What follows belongs to an exercise in optimizing a design on an open flow for small area, a short achievable clock period and few clock cycles; a production flow would make more cautious choices.
No run shown here included a check of the RTL's function; only the layout flow was run.

## flow/design.v (module list and top-level ports; edited modules follow where they fit)
// module csi_fa: 7 lines
// module csi_ha: 7 lines
// module csi_top: 837 lines
module csi_top (
	input  logic        clk,
	input  logic        rst_n,
	input  logic        start,
	output logic [17:0] sram_addr,
	output logic [15:0] sram_wdata,
	output logic        sram_we_n,
	input  logic [15:0] sram_rdata,
	output logic        done
);
  // ...
==> flow/flow/run.sh <==
#!/bin/bash
# Standard ORFS layout with buf_2 port buffers and timing repair aimed at a
# 4.3 ns path delay (the constraints stay the design's: 17 ns clock).
set -euo pipefail
bash standard.sh "BUFFER_PORTS_ARGS=-buffer_cell sky130_fd_sc_hd__buf_2" SETUP_SLACK_MARGIN=12.7 finish > flow.log 2>&1
==> flow/standard.sh <==
#!/bin/bash
# synth_recipe.tcl (not shown) runs the flow's synth.tcl, then flattens the netlist and writes it again
# the make line also repeats each setting of config.mk as NAME=value (left out here)
make -C /OpenROAD-flow-scripts/flow DESIGN_CONFIG=/design/flow/config.mk WORK_HOME=/design/flow/orfs CLKGATE_MAP_FILE= SYNTH_SCRIPT=/design/flow/synth_recipe.tcl "${@:-finish}"
==> flow/config.mk <==
export PLATFORM = sky130hd
export DESIGN_NAME = csi_top
export DESIGN_NICKNAME = csi_top
export VERILOG_FILES = /design/flow/design.v
export SDC_FILE = /design/flow/constraint.sdc
export NUM_CORES = 4
export LEC_CHECK = 0
export CAP_MARGIN = 20
export CORE_MARGIN = 2
export CORE_UTILIZATION = 65
export CTS_CLUSTER_DIAMETER = 100
export CTS_CLUSTER_SIZE = 30
export PLACE_DENSITY = 0.75
export SLEW_MARGIN = 20
export SYNTH_HIERARCHICAL = 1
export SYNTH_MINIMUM_KEEP_SIZE = 0
==> flow/constraint.sdc <==
create_clock -name core_clock -period 17.0 [get_ports {clk}]
set_input_delay 3.4000 -clock core_clock [delete_from_list [all_inputs] [get_ports {clk}]]
set_output_delay 3.4000 -clock core_clock [all_outputs]
set_load 0.01 [all_outputs]
==> results.ini, run 1 <==
[outcome]
status = timing/DRC/antenna clean

[synthesis]
synth_warnings = 8
synth_compound_area_share_pct = 7.62
synth_top_area_cell = fa_1
synth_mux_area_share_pct = 5.33
synth-simple-area-share_pct = 7.04
synth_top_cell_area_share_pct = 23.3
syn-cell-area_mm2 = 0.0197

[detailed_routing]
vias = 12000
route.met2.wl_mm = 19.3
drt-total-wl_mm = 42.0
ant_nets = 0
wl_met1_mm = 19.1

[floorplan]
dieWidth_um = 178
rows = 63
num_tap_cells = 390
die_h_um = 178

[finish]
area_growth_pct = 7.92
antennaDiodeCount = 0
final_util_pct = 71.5
clkbuf_count = 21
largest_register = L
multi_input_area_share_pct = 53.4
largestRegisters = L: 88 flops, sram_addr: 18 flops, wc: 18 flops

[clock_network]
postCtsHoldBufs = 0
tritoncts = yes

[grt]
grt_util_met2_pct = 44.9
grtUsageMet3_pct = 6.03

[worst_setup_path]
r2r_start = ib[1]
cp_num_buf_inv = 1
r2r_setup_slack_ps = 12440
slowest_stage = fa_1

[timing]
finalCriticalPeriod_ps = 4560

[run]
max_cap_violations = 0

[placement]
gp_congestion = 0.902

==> run 2: changes to the inputs <==
--- a/flow/design.v
+++ b/flow/design.v
@@ -28,17 +28,17 @@
 localparam logic [17:0] V_BASE   = 18'd57600;
 localparam logic [17:0] RGB_BASE = 18'd146944;
 localparam logic [15:0] C_END    = 16'd38405;
 logic        run;
 logic        we;        
 logic [4:0]  ph;        
 logic [15:0] c;         
 logic [7:0]  col;       
-logic [17:0] wc;        
+logic [16:0] wc;        
 wire [15:0] c_inc;
 assign c_inc[0] = ~c[0];
 wire c_inc_s1, c_inc_c1;
 csi_ha u_c_inc_1 (.a(c[1]), .b(c[0]), .s(c_inc_s1), .co(c_inc_c1));
 assign c_inc[1] = c_inc_s1;
 wire c_inc_s2, c_inc_c2;
 csi_ha u_c_inc_2 (.a(c[2]), .b(c_inc_c1), .s(c_inc_s2), .co(c_inc_c2));
 assign c_inc[2] = c_inc_s2;
@@ -76,17 +76,17 @@
 csi_ha u_c_inc_13 (.a(c[13]), .b(c_inc_c12), .s(c_inc_s13), .co(c_inc_c13));
 assign c_inc[13] = c_inc_s13;
 wire c_inc_s14, c_inc_c14;
 csi_ha u_c_inc_14 (.a(c[14]), .b(c_inc_c13), .s(c_inc_s14), .co(c_inc_c14));
 assign c_inc[14] = c_inc_s14;
 wire c_inc_s15, c_inc_c15;
 csi_ha u_c_inc_15 (.a(c[15]), .b(c_inc_c14), .s(c_inc_s15), .co(c_inc_c15));
 assign c_inc[15] = c_inc_s15;
-wire [17:0] wc_inc;
+wire [16:0] wc_inc;
 assign wc_inc[0] = ~wc[0];
 wire wc_inc_s1, wc_inc_c1;
 csi_ha u_wc_inc_1 (.a(wc[1]), .b(wc[0]), .s(wc_inc_s1), .co(wc_inc_c1));
 assign wc_inc[1] = wc_inc_s1;
 wire wc_inc_s2, wc_inc_c2;
 csi_ha u_wc_inc_2 (.a(wc[2]), .b(wc_inc_c1), .s(wc_inc_s2), .co(wc_inc_c2));
 assign wc_inc[2] = wc_inc_s2;
 wire wc_inc_s3, wc_inc_c3;
@@ -126,19 +126,16 @@
 csi_ha u_wc_inc_14 (.a(wc[14]), .b(wc_inc_c13), .s(wc_inc_s14), .co(wc_inc_c14));
 assign wc_inc[14] = wc_inc_s14;
 wire wc_inc_s15, wc_inc_c15;
 csi_ha u_wc_inc_15 (.a(wc[15]), .b(wc_inc_c14), .s(wc_inc_s15), .co(wc_inc_c15));
 assign wc_inc[15] = wc_inc_s15;
 wire wc_inc_s16, wc_inc_c16;
 csi_ha u_wc_inc_16 (.a(wc[16]), .b(wc_inc_c15), .s(wc_inc_s16), .co(wc_inc_c16));
 assign wc_inc[16] = wc_inc_s16;
-wire wc_inc_s17, wc_inc_c17;
-csi_ha u_wc_inc_17 (.a(wc[17]), .b(wc_inc_c16), .s(wc_inc_s17), .co(wc_inc_c17));
-assign wc_inc[17] = wc_inc_s17;
 wire [7:0] col_inc;
 assign col_inc[0] = ~col[0];
 wire col_inc_s1, col_inc_c1;
 csi_ha u_col_inc_1 (.a(col[1]), .b(col[0]), .s(col_inc_s1), .co(col_inc_c1));
 assign col_inc[1] = col_inc_s1;
 wire col_inc_s2, col_inc_c2;
 csi_ha u_col_inc_2 (.a(col[2]), .b(col_inc_c1), .s(col_inc_s2), .co(col_inc_c2));
 assign col_inc[2] = col_inc_s2;
@@ -153,28 +150,84 @@
 assign col_inc[5] = col_inc_s5;
 wire col_inc_s6, col_inc_c6;
 csi_ha u_col_inc_6 (.a(col[6]), .b(col_inc_c5), .s(col_inc_s6), .co(col_inc_c6));
 assign col_inc[6] = col_inc_s6;
 wire col_inc_s7, col_inc_c7;
 csi_ha u_col_inc_7 (.a(col[7]), .b(col_inc_c6), .s(col_inc_s7), .co(col_inc_c7));
 assign col_inc[7] = col_inc_s7;
 wire wact = (|c[15:3]) | (c[2] & (c[1] | c[0]));    
-logic [7:0]  ul, vh, vl;
+logic [7:0]  q0, q1;      
 logic [7:0]  L [0:10];
-wire [7:0] ins  = ph[0] ? (c[0] ? ul : sram_rdata[15:8]) : (c[0] ? vh : vl);
+wire [7:0] ins  = (ph[0] & ~c[0]) ? sram_rdata[15:8] : q0;
 logic      head, t157, t158, t159;    
 wire       hmod = (ph[0] & head) | (ph[4] & t159);    
-wire [7:0] tp1 = t159 ? L[6] : L[4];
-wire [7:0] tp2 = t159 ? L[6] : (t158 ? L[4] : L[2]);
-wire [7:0] tp3 = t159 ? L[6] : (t158 ? L[4] : (t157 ? L[2] : L[0]));
+logic tn2, tn3;
+wire [7:0] tp1 = ({8{~t159}} & L[4]) | ({8{t159}} & L[6]);
+wire [7:0] tp2 = ({8{tn2}} & L[2]) | ({8{t158}} & L[4]) | ({8{t159}} & L[6]);
+wire [7:0] tp3 = ({8{tn3}} & L[0]) | ({8{t157}} & L[2]) | ({8{t158}} & L[4]) | ({8{t159}} & L[6]);
 logic [8:0] ia, ib, ic;
 wire [7:0] tm1 = L[8];
 wire [7:0] tm2 = L[10];
 wire [7:0] tp0 = L[6];
+wire [8:0] sa;
+wire sa_s0, sa_c0;
+assign sa_s0 = ~(tp0[0] ^ tp1[0]);
+assign sa_c0 = tp0[0] | tp1[0];
+wire sa_s1, sa_c1;
+csi_fa u_sa_1 (.a(tp0[1]), .b(tp1[1]), .c(sa_c0), .s(sa_s1), .co(sa_c1));
+wire sa_s2, sa_c2;
+csi_fa u_sa_2 (.a(tp0[2]), .b(tp1[2]), .c(sa_c1), .s(sa_s2), .co(sa_c2));
+wire sa_s3, sa_c3;
+csi_fa u_sa_3 (.a(tp0[3]), .b(tp1[3]), .c(sa_c2), .s(sa_s3), .co(sa_c3));
+wire sa_s4, sa_c4;
+csi_fa u_sa_4 (.a(tp0[4]), .b(tp1[4]), .c(sa_c3), .s(sa_s4), .co(sa_c4));
+wire sa_s5, sa_c5;
+csi_fa u_sa_5 (.a(tp0[5]), .b(tp1[5]), .c(sa_c4), .s(sa_s5), .co(sa_c5));
+wire sa_s6, sa_c6;
+csi_fa u_sa_6 (.a(tp0[6]), .b(tp1[6]), .c(sa_c5), .s(sa_s6), .co(sa_c6));
+wire sa_s7, sa_c7;
+csi_fa u_sa_7 (.a(tp0[7]), .b(tp1[7]), .c(sa_c6), .s(sa_s7), .co(sa_c7));
+assign sa = {sa_c7, sa_s7, sa_s6, sa_s5, sa_s4, sa_s3, sa_s2, sa_s1, sa_s0};
+wire [8:0] sb;
+wire sb_s0, sb_c0;
+csi_ha u_sb_0 (.a(tm1[0]), .b(tp2[0]), .s(sb_s0), .co(sb_c0));
+wire sb_s1, sb_c1;
+csi_fa u_sb_1 (.a(tm1[1]), .b(tp2[1]), .c(sb_c0), .s(sb_s1), .co(sb_c1));
+wire sb_s2, sb_c2;
+csi_fa u_sb_2 (.a(tm1[2]), .b(tp2[2]), .c(sb_c1), .s(sb_s2), .co(sb_c2));
+wire sb_s3, sb_c3;
+csi_fa u_sb_3 (.a(tm1[3]), .b(tp2[3]), .c(sb_c2), .s(sb_s3), .co(sb_c3));
+wire sb_s4, sb_c4;
+csi_fa u_sb_4 (.a(tm1[4]), .b(tp2[4]), .c(sb_c3), .s(sb_s4), .co(sb_c4));
+wire sb_s5, sb_c5;
+csi_fa u_sb_5 (.a(tm1[5]), .b(tp2[5]), .c(sb_c4), .s(sb_s5), .co(sb_c5));
+wire sb_s6, sb_c6;
+csi_fa u_sb_6 (.a(tm1[6]), .b(tp2[6]), .c(sb_c5), .s(sb_s6), .co(sb_c6));
+wire sb_s7, sb_c7;
+csi_fa u_sb_7 (.a(tm1[7]), .b(tp2[7]), .c(sb_c6), .s(sb_s7), .co(sb_c7));
+assign sb = {sb_c7, sb_s7, sb_s6, sb_s5, sb_s4, sb_s3, sb_s2, sb_s1, sb_s0};
+wire [8:0] sc;
+wire sc_s0, sc_c0;
+csi_ha u_sc_0 (.a(tm2[0]), .b(tp3[0]), .s(sc_s0), .co(sc_c0));
+wire sc_s1, sc_c1;
+csi_fa u_sc_1 (.a(tm2[1]), .b(tp3[1]), .c(sc_c0), .s(sc_s1), .co(sc_c1));
+wire sc_s2, sc_c2;
+csi_fa u_sc_2 (.a(tm2[2]), .b(tp3[2]), .c(sc_c1), .s(sc_s2), .co(sc_c2));
+wire sc_s3, sc_c3;
+csi_fa u_sc_3 (.a(tm2[3]), .b(tp3[3]), .c(sc_c2), .s(sc_s3), .co(sc_c3));
+wire sc_s4, sc_c4;
+csi_fa u_sc_4 (.a(tm2[4]), .b(tp3[4]), .c(sc_c3), .s(sc_s4), .co(sc_c4));
+wire sc_s5, sc_c5;
+csi_fa u_sc_5 (.a(tm2[5]), .b(tp3[5]), .c(sc_c4), .s(sc_s5), .co(sc_c5));
+wire sc_s6, sc_c6;
+csi_fa u_sc_6 (.a(tm2[6]), .b(tp3[6]), .c(sc_c5), .s(sc_s6), .co(sc_c6));
+wire sc_s7, sc_c7;
+csi_fa u_sc_7 (.a(tm2[7]), .b(tp3[7]), .c(sc_c6), .s(sc_s7), .co(sc_c7));
+assign sc = {sc_c7, sc_s7, sc_s6, sc_s5, sc_s4, sc_s3, sc_s2, sc_s1, sc_s0};
 wire  [16:0] it_s, it_c;
 wire it_n1 = ~(ia[0] ^ ~ia[5]);
 wire it_n2 = ia[0] | ~ia[5];
 wire it_n3, it_n4;
 csi_fa u_it_n3 (.a(ia[1]), .b(~ia[6]), .c(~ib[0]), .s(it_n3), .co(it_n4));
 wire it_n5, it_n6;
 csi_ha u_it_n5 (.a(ib[3]), .b(ib[4]), .s(it_n5), .co(it_n6));
 wire it_n7, it_n8;
@@ -748,18 +801,106 @@
 function automatic logic [7:0] clip(input logic [10:0] h);   
 	if (h[10])
 		clip = 8'd0;
 	else if (h[9] | h[8])
 		clip = 8'd255;
 	else
 		clip = h[7:0];
 endfunction
-wire [10:0] rb_h = rb_hs + rb_hc + {10'd0, rb_cy};
-wire [10:0] g_h  = g_hs + g_hc + {10'd0, g_cy};
+wire [10:0] rb_h;
+wire rb_h_s0, rb_h_c0;
+csi_fa u_rb_h_0 (.a(rb_hs[0]), .b(rb_hc[0]), .c(rb_cy), .s(rb_h_s0), .co(rb_h_c0));
+assign rb_h[0] = rb_h_s0;
+wire rb_h_s1, rb_h_c1;
+csi_fa u_rb_h_1 (.a(rb_hs[1]), .b(rb_hc[1]), .c(rb_h_c0), .s(rb_h_s1), .co(rb_h_c1));
+assign rb_h[1] = rb_h_s1;
+wire rb_h_s2, rb_h_c2;
+csi_fa u_rb_h_2 (.a(rb_hs[2]), .b(rb_hc[2]), .c(rb_h_c1), .s(rb_h_s2), .co(rb_h_c2));
+assign rb_h[2] = rb_h_s2;
+wire rb_h_s3, rb_h_c3;
+csi_fa u_rb_h_3 (.a(rb_hs[3]), .b(rb_hc[3]), .c(rb_h_c2), .s(rb_h_s3), .co(rb_h_c3));
+assign rb_h[3] = rb_h_s3;
+wire rb_h_s4, rb_h_c4;
+csi_fa u_rb_h_4 (.a(rb_hs[4]), .b(rb_hc[4]), .c(rb_h_c3), .s(rb_h_s4), .co(rb_h_c4));
+assign rb_h[4] = rb_h_s4;
+wire rb_h_s5, rb_h_c5;
+csi_fa u_rb_h_5 (.a(rb_hs[5]), .b(rb_hc[5]), .c(rb_h_c4), .s(rb_h_s5), .co(rb_h_c5));
+assign rb_h[5] = rb_h_s5;
+wire rb_h_h0s6, rb_h_h0c6;
+csi_ha u_rb_h_h0_6 (.a(rb_hs[6]), .b(rb_hc[6]), .s(rb_h_h0s6), .co(rb_h_h0c6));
+wire rb_h_h0s7, rb_h_h0c7;
+csi_fa u_rb_h_h0_7 (.a(rb_hs[7]), .b(rb_hc[7]), .c(rb_h_h0c6), .s(rb_h_h0s7), .co(rb_h_h0c7));
+wire rb_h_h0s8, rb_h_h0c8;
+csi_fa u_rb_h_h0_8 (.a(rb_hs[8]), .b(rb_hc[8]), .c(rb_h_h0c7), .s(rb_h_h0s8), .co(rb_h_h0c8));
+wire rb_h_h0s9, rb_h_h0c9;
+csi_fa u_rb_h_h0_9 (.a(rb_hs[9]), .b(rb_hc[9]), .c(rb_h_h0c8), .s(rb_h_h0s9), .co(rb_h_h0c9));
+wire rb_h_h0s10, rb_h_h0c10;
+csi_fa u_rb_h_h0_10 (.a(rb_hs[10]), .b(rb_hc[10]), .c(rb_h_h0c9), .s(rb_h_h0s10), .co(rb_h_h0c10));
+wire rb_h_h1s6, rb_h_h1c6;
+assign rb_h_h1s6 = ~(rb_hs[6] ^ rb_hc[6]);
+assign rb_h_h1c6 = rb_hs[6] | rb_hc[6];
+wire rb_h_h1s7, rb_h_h1c7;
+csi_fa u_rb_h_h1_7 (.a(rb_hs[7]), .b(rb_hc[7]), .c(rb_h_h1c6), .s(rb_h_h1s7), .co(rb_h_h1c7));
+wire rb_h_h1s8, rb_h_h1c8;
+csi_fa u_rb_h_h1_8 (.a(rb_hs[8]), .b(rb_hc[8]), .c(rb_h_h1c7), .s(rb_h_h1s8), .co(rb_h_h1c8));
+wire rb_h_h1s9, rb_h_h1c9;
+csi_fa u_rb_h_h1_9 (.a(rb_hs[9]), .b(rb_hc[9]), .c(rb_h_h1c8), .s(rb_h_h1s9), .co(rb_h_h1c9));
+wire rb_h_h1s10, rb_h_h1c10;
+csi_fa u_rb_h_h1_10 (.a(rb_hs[10]), .b(rb_hc[10]), .c(rb_h_h1c9), .s(rb_h_h1s10), .co(rb_h_h1c10));
+assign rb_h[6] = rb_h_c5 ? rb_h_h1s6 : rb_h_h0s6;
+assign rb_h[7] = rb_h_c5 ? rb_h_h1s7 : rb_h_h0s7;
+assign rb_h[8] = rb_h_c5 ? rb_h_h1s8 : rb_h_h0s8;
+assign rb_h[9] = rb_h_c5 ? rb_h_h1s9 : rb_h_h0s9;
+assign rb_h[10] = rb_h_c5 ? rb_h_h1s10 : rb_h_h0s10;
+wire [10:0] g_h;
+wire g_h_s0, g_h_c0;
+csi_fa u_g_h_0 (.a(g_hs[0]), .b(g_hc[0]), .c(g_cy), .s(g_h_s0), .co(g_h_c0));
+assign g_h[0] = g_h_s0;
+wire g_h_s1, g_h_c1;
+csi_fa u_g_h_1 (.a(g_hs[1]), .b(g_hc[1]), .c(g_h_c0), .s(g_h_s1), .co(g_h_c1));
+assign g_h[1] = g_h_s1;
+wire g_h_s2, g_h_c2;
+csi_fa u_g_h_2 (.a(g_hs[2]), .b(g_hc[2]), .c(g_h_c1), .s(g_h_s2), .co(g_h_c2));
+assign g_h[2] = g_h_s2;
+wire g_h_s3, g_h_c3;
+csi_fa u_g_h_3 (.a(g_hs[3]), .b(g_hc[3]), .c(g_h_c2), .s(g_h_s3), .co(g_h_c3));
+assign g_h[3] = g_h_s3;
+wire g_h_s4, g_h_c4;
+csi_fa u_g_h_4 (.a(g_hs[4]), .b(g_hc[4]), .c(g_h_c3), .s(g_h_s4), .co(g_h_c4));
+assign g_h[4] = g_h_s4;
+wire g_h_s5, g_h_c5;
+csi_fa u_g_h_5 (.a(g_hs[5]), .b(g_hc[5]), .c(g_h_c4), .s(g_h_s5), .co(g_h_c5));
+assign g_h[5] = g_h_s5;
+wire g_h_h0s6, g_h_h0c6;
+csi_ha u_g_h_h0_6 (.a(g_hs[6]), .b(g_hc[6]), .s(g_h_h0s6), .co(g_h_h0c6));
+wire g_h_h0s7, g_h_h0c7;
+csi_fa u_g_h_h0_7 (.a(g_hs[7]), .b(g_hc[7]), .c(g_h_h0c6), .s(g_h_h0s7), .co(g_h_h0c7));
+wire g_h_h0s8, g_h_h0c8;
+csi_fa u_g_h_h0_8 (.a(g_hs[8]), .b(g_hc[8]), .c(g_h_h0c7), .s(g_h_h0s8), .co(g_h_h0c8));
+wire g_h_h0s9, g_h_h0c9;
+csi_fa u_g_h_h0_9 (.a(g_hs[9]), .b(g_hc[9]), .c(g_h_h0c8), .s(g_h_h0s9), .co(g_h_h0c9));
+wire g_h_h0s10, g_h_h0c10;
+csi_fa u_g_h_h0_10 (.a(g_hs[10]), .b(g_hc[10]), .c(g_h_h0c9), .s(g_h_h0s10), .co(g_h_h0c10));
+wire g_h_h1s6, g_h_h1c6;
+assign g_h_h1s6 = ~(g_hs[6] ^ g_hc[6]);
+assign g_h_h1c6 = g_hs[6] | g_hc[6];
+wire g_h_h1s7, g_h_h1c7;
+csi_fa u_g_h_h1_7 (.a(g_hs[7]), .b(g_hc[7]), .c(g_h_h1c6), .s(g_h_h1s7), .co(g_h_h1c7));
+wire g_h_h1s8, g_h_h1c8;
+csi_fa u_g_h_h1_8 (.a(g_hs[8]), .b(g_hc[8]), .c(g_h_h1c7), .s(g_h_h1s8), .co(g_h_h1c8));
+wire g_h_h1s9, g_h_h1c9;
+csi_fa u_g_h_h1_9 (.a(g_hs[9]), .b(g_hc[9]), .c(g_h_h1c8), .s(g_h_h1s9), .co(g_h_h1c9));
+wire g_h_h1s10, g_h_h1c10;
+csi_fa u_g_h_h1_10 (.a(g_hs[10]), .b(g_hc[10]), .c(g_h_h1c9), .s(g_h_h1s10), .co(g_h_h1c10));
+assign g_h[6] = g_h_c5 ? g_h_h1s6 : g_h_h0s6;
+assign g_h[7] = g_h_c5 ? g_h_h1s7 : g_h_h0s7;
+assign g_h[8] = g_h_c5 ? g_h_h1s8 : g_h_h0s8;
+assign g_h[9] = g_h_c5 ? g_h_h1s9 : g_h_h0s9;
+assign g_h[10] = g_h_c5 ? g_h_h1s10 : g_h_h0s10;
 wire [7:0]  rb   = clip(rb_h);
 wire [7:0]  gg   = clip(g_h);
 logic [7:0] bbuf;
 always_ff @(posedge clk or negedge rst_n) begin
 	if (!rst_n) begin
 		run       <= 1'b0;
 		done      <= 1'b0;
 		we   <= 1'b0;
@@ -780,74 +921,76 @@
 	if (!run) begin
 		ph  <= 5'b00001;
 		c   <= 16'd0;
 		col  <= 8'd155;
 		head <= 1'b0;
 		t157 <= 1'b0;
 		t158 <= 1'b0;
 		t159 <= 1'b0;
-		wc  <= RGB_BASE;
+		tn2  <= 1'b1;
+		tn3  <= 1'b1;
+		wc  <= RGB_BASE[16:0];
 	end else begin
 		ph <= {ph[3:0], ph[4]};
 		if (ph[4]) begin
 			c    <= c_inc;
 			col  <= t159 ? 8'd0 : col_inc;
 			head <= t159;
 			t157 <= (col == 8'd156);
 			t158 <= t157;
 			t159 <= t158;
+			tn2  <= ~(t157 | t158) | t159;
+			tn3  <= ~((col == 8'd156) | t157 | t158) | t159;
 		end
 		if (wact & (ph[1] | ph[3] | ph[4]))
 			wc <= wc_inc;
 	end
 end
 assign sram_we_n = ~we;
 always_ff @(posedge clk) begin
 	if (ph[0])
 		sram_addr <= {2'b00, c - 16'd4};
 	else if (ph[2])
 		sram_addr <= (c[0] ? U_BASE : V_BASE) + {3'b000, c[15:1]};
 	else
-		sram_addr <= wc;
+		sram_addr <= {1'b1, wc};
 	sram_wdata[15:8] <= ph[1] ? rb : (ph[3] ? bbuf : gg);
 	sram_wdata[7:0]  <= ph[1] ? gg : rb;
-	if (ph[2])
-		bbuf <= rb;
+	bbuf <= rb;    
 end
 always_ff @(posedge clk) begin
 	if (ph[3]) begin
 		ycur <= sram_rdata[15:8];
 		ylo  <= sram_rdata[7:0];
 	end else if (ph[1]) begin
 		ycur <= ylo;
 	end
-	if (ph[0] & c[0])
-		{vh, vl} <= sram_rdata;
-	if (ph[0] & ~c[0])
-		ul <= sram_rdata[7:0];
+	if ((ph[0] & c[0]) | ph[4])
+		q0 <= ph[0] ? sram_rdata[15:8] : q1;
+	if (ph[0])
+		q1 <= sram_rdata[7:0];
 	if (run & (ph[0] | ph[4])) begin
 		L[0] <= ins;
 		for (int i = 1; i <= 10; i++)
 			L[i] <= L[i-1];
 		if (hmod) begin
 			L[8]  <= L[5];
 			L[10] <= L[5];
 		end
 	end
 end
 always_ff @(posedge clk) begin
 	xcur <= (ph[4] | ph[0]) ? ex(L[5]) : ires;
 	selb <= ph[0] | ph[2];
 	gnu  <= ~(ph[4] ? ex(L[4]) : ires);
-	if (ph[4] | ph[1])
-		gnv <= ~(ph[4] ? ex(L[5]) : ires);
-	ia <= {1'b0, tp0} + {1'b0, tp1} + 9'd1;    
-	ib <= {1'b0, tm1} + {1'b0, tp2};
-	ic <= {1'b0, tm2} + {1'b0, tp3};
+	gnv  <= ~(ph[4] ? ex(L[5]) : xcur);    
+	ia <= sa;    
+	ib <= sb;
+	ic <= sc;
 	rb_hs <= rbt_s[26:16];
 	rb_hc <= rbt_c[26:16];
 	rb_cy <= rb_lo[16];
 	g_hs  <= gt_s[26:16];
 	g_hc  <= gt_c[26:16];
 	g_cy  <= g_lo[16];
 end
 endmodule
==> flow/flow/run.sh (replaced) <==
#!/bin/bash
# Standard ORFS layout with buf_2 port buffers, clock tree options below, and
# timing repair aimed at a 4.3 ns path delay. The constraints stay the design's.
set -euo pipefail
bash standard.sh "BUFFER_PORTS_ARGS=-buffer_cell sky130_fd_sc_hd__buf_2" SETUP_SLACK_MARGIN=12.7 \
  "CTS_ARGS=-sink_clustering_enable -repair_clock_nets -sink_clustering_size 30 -sink_clustering_max_diameter 100 -dont_use_dummy_load -sink_clustering_levels 1" \
  finish > flow.log 2>&1
==> results.ini, run 2 <==
[outcome]
status = timing/DRC/antenna clean

[worst_setup_path]
critPathMaxFanout = 1
arrival_ps = 1060
required_ps = 13600
startpoint = we
endpoint = sram_we_n
r2r_start = ia[8]
reg2reg_to = xcur[7]
worst_r2r_path_depth = 12
crit_path_end_kind = output pin
r2r_setup_slack_ps = 12790  ; +350 ps
cp-start-kind = register
path_class = reg -> out

[synthesis]
synth_cells = 1442
synth_top_area_cell = fa_1
synth_seq_cells = 314
syn-cell-area_mm2 = 0.0190  ; -3.8%
synth-seq-area-share_pct = 39.5
synthTopCellsByCount = 272 x fa_1, 191 x dfxtp_1, 141 x ha_1
async_flop_share_pct = 0.955
syn_area_per_cell_um2 = 13.2
synth_area_leaders = fa_1 29%, dfxtp_1 20%, edfxtp_1 19%
synth_top_cell_area_share_pct = 28.7  ; +5.3 points
synth_edf_count = 120
synth.most_common_cell = fa_1
ys.flop_type = dfxtp_1
ys_types = 61
synth_warnings = 8  ; unchanged

[grt]
grt_pass1_vias = 11900
gr-total-overflow = 0
grt_antenna_before_repair = 1
grt_pass1_wl_mm = 63.6
globalRouteTotalUtil_pct = 26.9
grt_max_degree = 59

[finish]
final_common_cell = fa_1
final_util_pct = 70.7  ; -0.83 points
largest_register = L
largestRegisters = L: 88 flops, sram_addr: 18 flops, wc: 17 flops
largest_register_ffs = 88
antennaDiodeCount = 0  ; unchanged
nets = 1926
drive_gt1_share_pct = 12.7
layout_common_cells = 271 x fa_1, 161 x dfxtp_1, 135 x ha_1
area_growth_pct = 7.08

[clock_network]
cts_buffers = 14
clockBufferDepth = 3
htreeDepth = 1
cts_root_buffer = clkbuf_16
postCtsHoldBufs = 0  ; unchanged
insertion_delay_ps = 520
clkTransAtPathRegs_ps = 110
clock_sinks = 314
tritoncts = yes

[detailed_routing]
viasPerCell = 5.93
vias = 11100  ; -7.0%
drcViolationCount = 0
drt_iter0_markers = 760
ant_nets = 0  ; unchanged
first_pass_iters = 5
routedWlPerCell_um = 20.8
drt-total-wl_mm = 39.1  ; -7.1%

[floorplan]
dieArea_mm2 = 0.0306
dieWidth_um = 175  ; -1.9%
start_util_pct = 66.0
die_h_um = 175  ; -1.9%
core-area_mm2 = 0.0288
rows = 62  ; -1.6%
num_io_pins = 55

[run]
max_cap_violations = 0  ; unchanged

[min_path]
min_path_type = reg -> reg

[timing]
finalHoldViolCount = 0
holdWs_ps = 427
slew_headroom_pct = 29.9
tightest_slew_ps = 1050
rsz0062_at_grt = true
skew_ps = 63.2
period_share_pct = 26.2
finalSetupViolCount = 0
setup_ws_ps = 12540
setup_tns_ps = 0
fmax_mhz = 224
finalCriticalPeriod_ps = 4460  ; -101 ps
slew_viol_final = 0

[placement]
portBuffers = 54
dp_slack_ps = 12590
gp_congestion = 0.939  ; +4.0%
dpl.hpwl_mm = 30.3

run 2: how the worst min path moves through the flow:
| stage | startpoint | to | slack (ps) | cells past startpoint |
|---|---|---|---|---|
| floorplan | L[1][0] | L[2][0] | 400 | 0 |
| global placement | L[1][7] | L[2][7] | 400 | 0 |
| detailed placement | L[1][6] | L[2][6] | 400 | 0 |
| CTS | L[1][6] | L[2][6] | 430 | 0 |
| global route | L[1][5] | L[2][5] | 440 | 0 |
| finish | L[3][3] | L[4][3] | 430 | 0 |
run 2: logic make-up (layout without fill, tap and decap cells):
| kind of cell | after synthesis | in the layout | share of synthesized area (%) |
|---|---|---|---|
| AND/OR/NAND/NOR | 256 | 256 | 6.43 |
| adder cells (fa/ha/maj) | 413 | 413 | 37.9 |
| buffers and inverters | 152 | 196 | 3.17 |
| multiplexers | 104 | 104 | 5.74 |
| AO/OA/AOI/OAI | 177 | 177 | 6.08 |
| XOR/XNOR | 24 | 24 | 1.11 |
| flip-flops | 314 | 314 | 39.5 |
| other | 2 | 8 | 0.0395 |
run 2: stage by stage:
| step | cells | cell area, um2 |
|---|---|---|
| after floorplan | 1448 | 19000 |
| final | 1876 | 20300 |
| after detailed placement | 1856 | 19700 |
| after global placement | 1856 | 19700 |
| after CTS | 1870 | 20100 |
| after global routing | 1876 | 20300 |
run 2: layout make-up:
| type | count | area [um2] |
|---|---|---|
| well taps | 384 | 480 |
| multi-input cells | 982 | 11100 |
| flip-flops and latches | 314 | 7540 |
| clock buffers | 14 | 350 |
| repair buffers | 70 | 503 |
| inverters | 112 | 420 |
| fillers | 1958 | 8430 |
run 2: metal layers:
layer	GRT usage, %	routed length [um]	vias up
met1	39.2	17400	5722
met2	44.3	18800	349
met3	3.46	2190	49
li1	-	-	4994
met4	5.52	708	2
met5	0	13	-
run 2: per-module statistics from Yosys (local to each module, per instance):
module | copies in the design | cells
csi_fa | 271 | 1
csi_ha | 69 | 1
csi_top | 1 | 1102
run 2: timing repair:
item / CTS / global route
pin swaps: 0 / 2
setup endpoints to repair: 45 / 58
gates cloned: 0 / 0
setup buffers: 0 / 6
gates resized for setup: 19 / 51
hold endpoints to repair: 0 / 0
run 2: worst max-delay path, stage by stage (launching register included):
cell,delay (ps)
dfrtp_1,380
inv_1,50
buf_2,120
==> run 3: changes to the inputs <==
==> flow/flow/run.sh (replaced) <==
#!/bin/bash
# Standard ORFS layout with buf_2 port buffers, clock tree options below
# the constraints stay the design's.
set -euo pipefail
bash standard.sh "BUFFER_PORTS_ARGS=-buffer_cell sky130_fd_sc_hd__buf_2" \
  "CTS_ARGS=-sink_clustering_enable -repair_clock_nets -sink_clustering_size 30 -sink_clustering_max_diameter 100 -dont_use_dummy_load -sink_clustering_levels 1" \
  finish > flow.log 2>&1
==> results.ini, run 3 <==
[worst_setup_path]
startpoint = we
critPathMaxFanout = 1  ; unchanged
cp_num_buf_inv = 2  ; unchanged
path_cells = inv_1 > buf_2
cp-start-kind = register
slowest_stage = dfrtp_1
crit_path_end_kind = output pin
r2r_setup_slack_ps = 12560  ; -230 ps
required_ps = 13600  ; about the same
cpPeakStageDelay_ps = 380  ; about the same
worst_r2r_path_depth = 12  ; unchanged
worst-path-stages = 2  ; unchanged
arrival_ps = 1050  ; about the same
path_class = reg -> out
r2r_start = ib[2]
cpLargestDelayFamily = flip-flops
reg2reg_to = xcur[5]
endpoint = sram_we_n

[synthesis]
syn_area_per_cell_um2 = 13.2  ; unchanged
synthTopCellsByCount = 272 x fa_1, 191 x dfxtp_1, 141 x ha_1
synth_seq_cells = 314  ; unchanged
synth-seq-area-share_pct = 39.5  ; unchanged
ys_types = 61  ; unchanged
synth_cells = 1442  ; unchanged
synth_top_cell_area_share_pct = 28.7  ; unchanged
syn-cell-area_mm2 = 0.0190  ; unchanged
async_flop_share_pct = 0.955  ; unchanged
synth_warnings = 8  ; unchanged
synth_edf_count = 120  ; unchanged
synth_area_leaders = fa_1 29%, dfxtp_1 20%, edfxtp_1 19%
ys.flop_type = dfxtp_1
synth_top_area_cell = fa_1
synth.most_common_cell = fa_1

[clock_network]
cts_root_buffer = clkbuf_16
clockBufferDepth = 3  ; unchanged
clkTransAtPathRegs_ps = 110  ; about the same
cts_buffers = 14  ; unchanged
insertion_delay_ps = 510  ; about the same
tritoncts = yes
post-cts-setup-buffer-count = 0  ; unchanged
clock_sinks = 314  ; unchanged
htreeDepth = 1  ; unchanged
postCtsHoldBufs = 0  ; unchanged
cts_resized = 0  ; -19

[grt]
gr-total-overflow = 0  ; unchanged
grt_pass1_wl_mm = 63.7  ; about the same
grt_max_degree = 71  ; +20%
grt_antenna_before_repair = 1  ; unchanged
globalRouteTotalUtil_pct = 27.0  ; +0.13 points
grt_pass1_vias = 11900  ; +0.15%

[finish]
layout_common_cells = 272 x fa_1, 188 x dfxtp_1, 141 x ha_1
antennaDiodeCount = 0  ; unchanged
largestRegisters = L: 88 flops, sram_addr: 18 flops, wc: 17 flops
final_common_cell = fa_1
largest_register = L
nets = 1920  ; -0.31%
area_growth_pct = 5.41
final_util_pct = 69.6  ; -1.1 points
largest_register_ffs = 88  ; unchanged
drive_gt1_share_pct = 9.62  ; -3.1 points

[floorplan]
num_io_pins = 55  ; unchanged
core-area_mm2 = 0.0288  ; unchanged
start_util_pct = 66.0  ; unchanged
rows = 62  ; unchanged
dieWidth_um = 175  ; unchanged
dieArea_mm2 = 0.0306  ; unchanged
die_h_um = 175  ; unchanged

[timing]
tightest_slew_ps = 908  ; -139 ps
finalCriticalPeriod_ps = 4450  ; -13.0 ps
slew_viol_final = 0  ; unchanged
setup_tns_ps = 0  ; unchanged
skew_ps = 33.0  ; -30.2 ps
rsz0062_at_grt = false
finalSetupViolCount = 0  ; unchanged
fmax_mhz = 225  ; +0.29%
period_share_pct = 26.2  ; -0.076 points
finalHoldViolCount = 0  ; unchanged
slew_headroom_pct = 39.2  ; +9.3 points

[detailed_routing]
drcViolationCount = 0  ; unchanged
routedWlPerCell_um = 20.8  ; +0.11%
viasPerCell = 5.91  ; -0.25%
drt_iter0_markers = 911  ; +20%
drt-total-wl_mm = 39.0  ; -0.21%
first_pass_iters = 7  ; +2
vias = 11100  ; -0.57%
ant_nets = 0  ; unchanged

[placement]
dpl.hpwl_mm = 30.2  ; -0.32%
portBuffers = 54  ; unchanged
gp_congestion = 0.910  ; -3.0%

[min_path]
min_from = L[3][0]
min_path_type = reg -> reg

[outcome]
status = timing/DRC/antenna clean

[run]
max_cap_violations = 0  ; unchanged

## run 3: through the flow
step	cells	setup WS (ps)	instance area, um2	hold WS (ps)
after floorplan	1448	11750	19000	400
after global placement	1856	12730	19700	400
after detailed placement	1856	12620	19700	405
after CTS	1870	12530	20000	426
after global routing	1870	12310	20000	438
final	1870	12550	20000	419
## run 3: how the worst min path moves through the flow
stage	slack, ps	end	depth (start not counted)
after floorplan	400	L[2][0]	0
after global placement	400	L[4][6]	0
after detailed placement	400	L[4][1]	0
after CTS	430	L[4][0]	0
after global routing	440	L[4][0]	0
final	420	L[4][0]	0
## run 3: cells by family (layout without fill, tap and decap cells)
group           count (synthesis)  after routing  share of synthesized area, %
other cells                     2              8                        0.0395
xor+xnor                       24             24                          1.11
simple gates                  256            256                          6.43
buf+inv                       152            190                          3.17
compound gates                177            177                          6.08
fa+ha+maj                     413            413                          37.9
mux                           104            104                          5.74
flops                         314            314                          39.5
## run 3: cell type report
class	instances	area (um2)
Tap cell	384	480
Sequential cell	314	7510
Fill cell	1967	8750
Clock buffer	14	350
Inverter	112	420
Timing Repair Buffer	64	345
Multi-Input combinational cell	982	10900
## run 3: metal layers
| layer | vias to the layer above | part of all wire (%) | track usage (%) |
|---|---|---|---|
| li1 | 4983 | - | - |
| met1 | 5658 | 45 | 39.3 |
| met2 | 351 | 47 | 43.2 |
| met3 | 59 | 6.3 | 4.83 |
| met4 | 2 | 2.0 | 6.32 |
| met5 | - | 0.033 | 0 |
## run 3: Yosys stat by module (local to each module, per instance)
module   copies in the design  cell area, um2  cells  flops+latches
csi_ha                     69            12.5      1              0
csi_fa                    271            20.0      1              0
csi_top                     1           12700   1102            314
## run 3: worst register-to-register path, stage by stage, from the launching register on
cell      delay [ps]
dfxtp_1          420
inv_1             80
fa_1             580
fa_1             440
fa_1             520
fa_1             420
ha_1             390
a21oi_1          230
o21ai_0          120
nor3_1           470
a21boi_0         220
xor2_1           190
mux2_2           270

[what the ideal ports hide]
The results above use ideal ports. As a check the final layouts listed here were re-extracted and re-timed, cells and wires unchanged.
Step 1 sets driving cells, clkbuf_16 on the clock port and buf_2 on the other inputs (assumed; they add their load-dependent delay and slew).
Step 2, shift: input delay + t, output delay - t, t = (earliest + latest rising clock arrival at the registers) / 2. This alone moves slack from input paths to output paths.
Three values: ideal ports, drivers, drivers and shift; two values: the first two.
run	t (ns)	slack for setup (ns)	worst setup path at the end	slew at the worst register clock pin (ns)
run 1	0.557	12.440 / 12.440 / 12.440	register to register	0.12 / 0.12
run 2	0.541	12.541 / 12.489 / 12.794	register to register	0.11 / 0.11
run 3	0.544	12.554 / 12.502 / 12.558	register to register	0.12 / 0.12
After both steps every run listed still meets setup and hold.
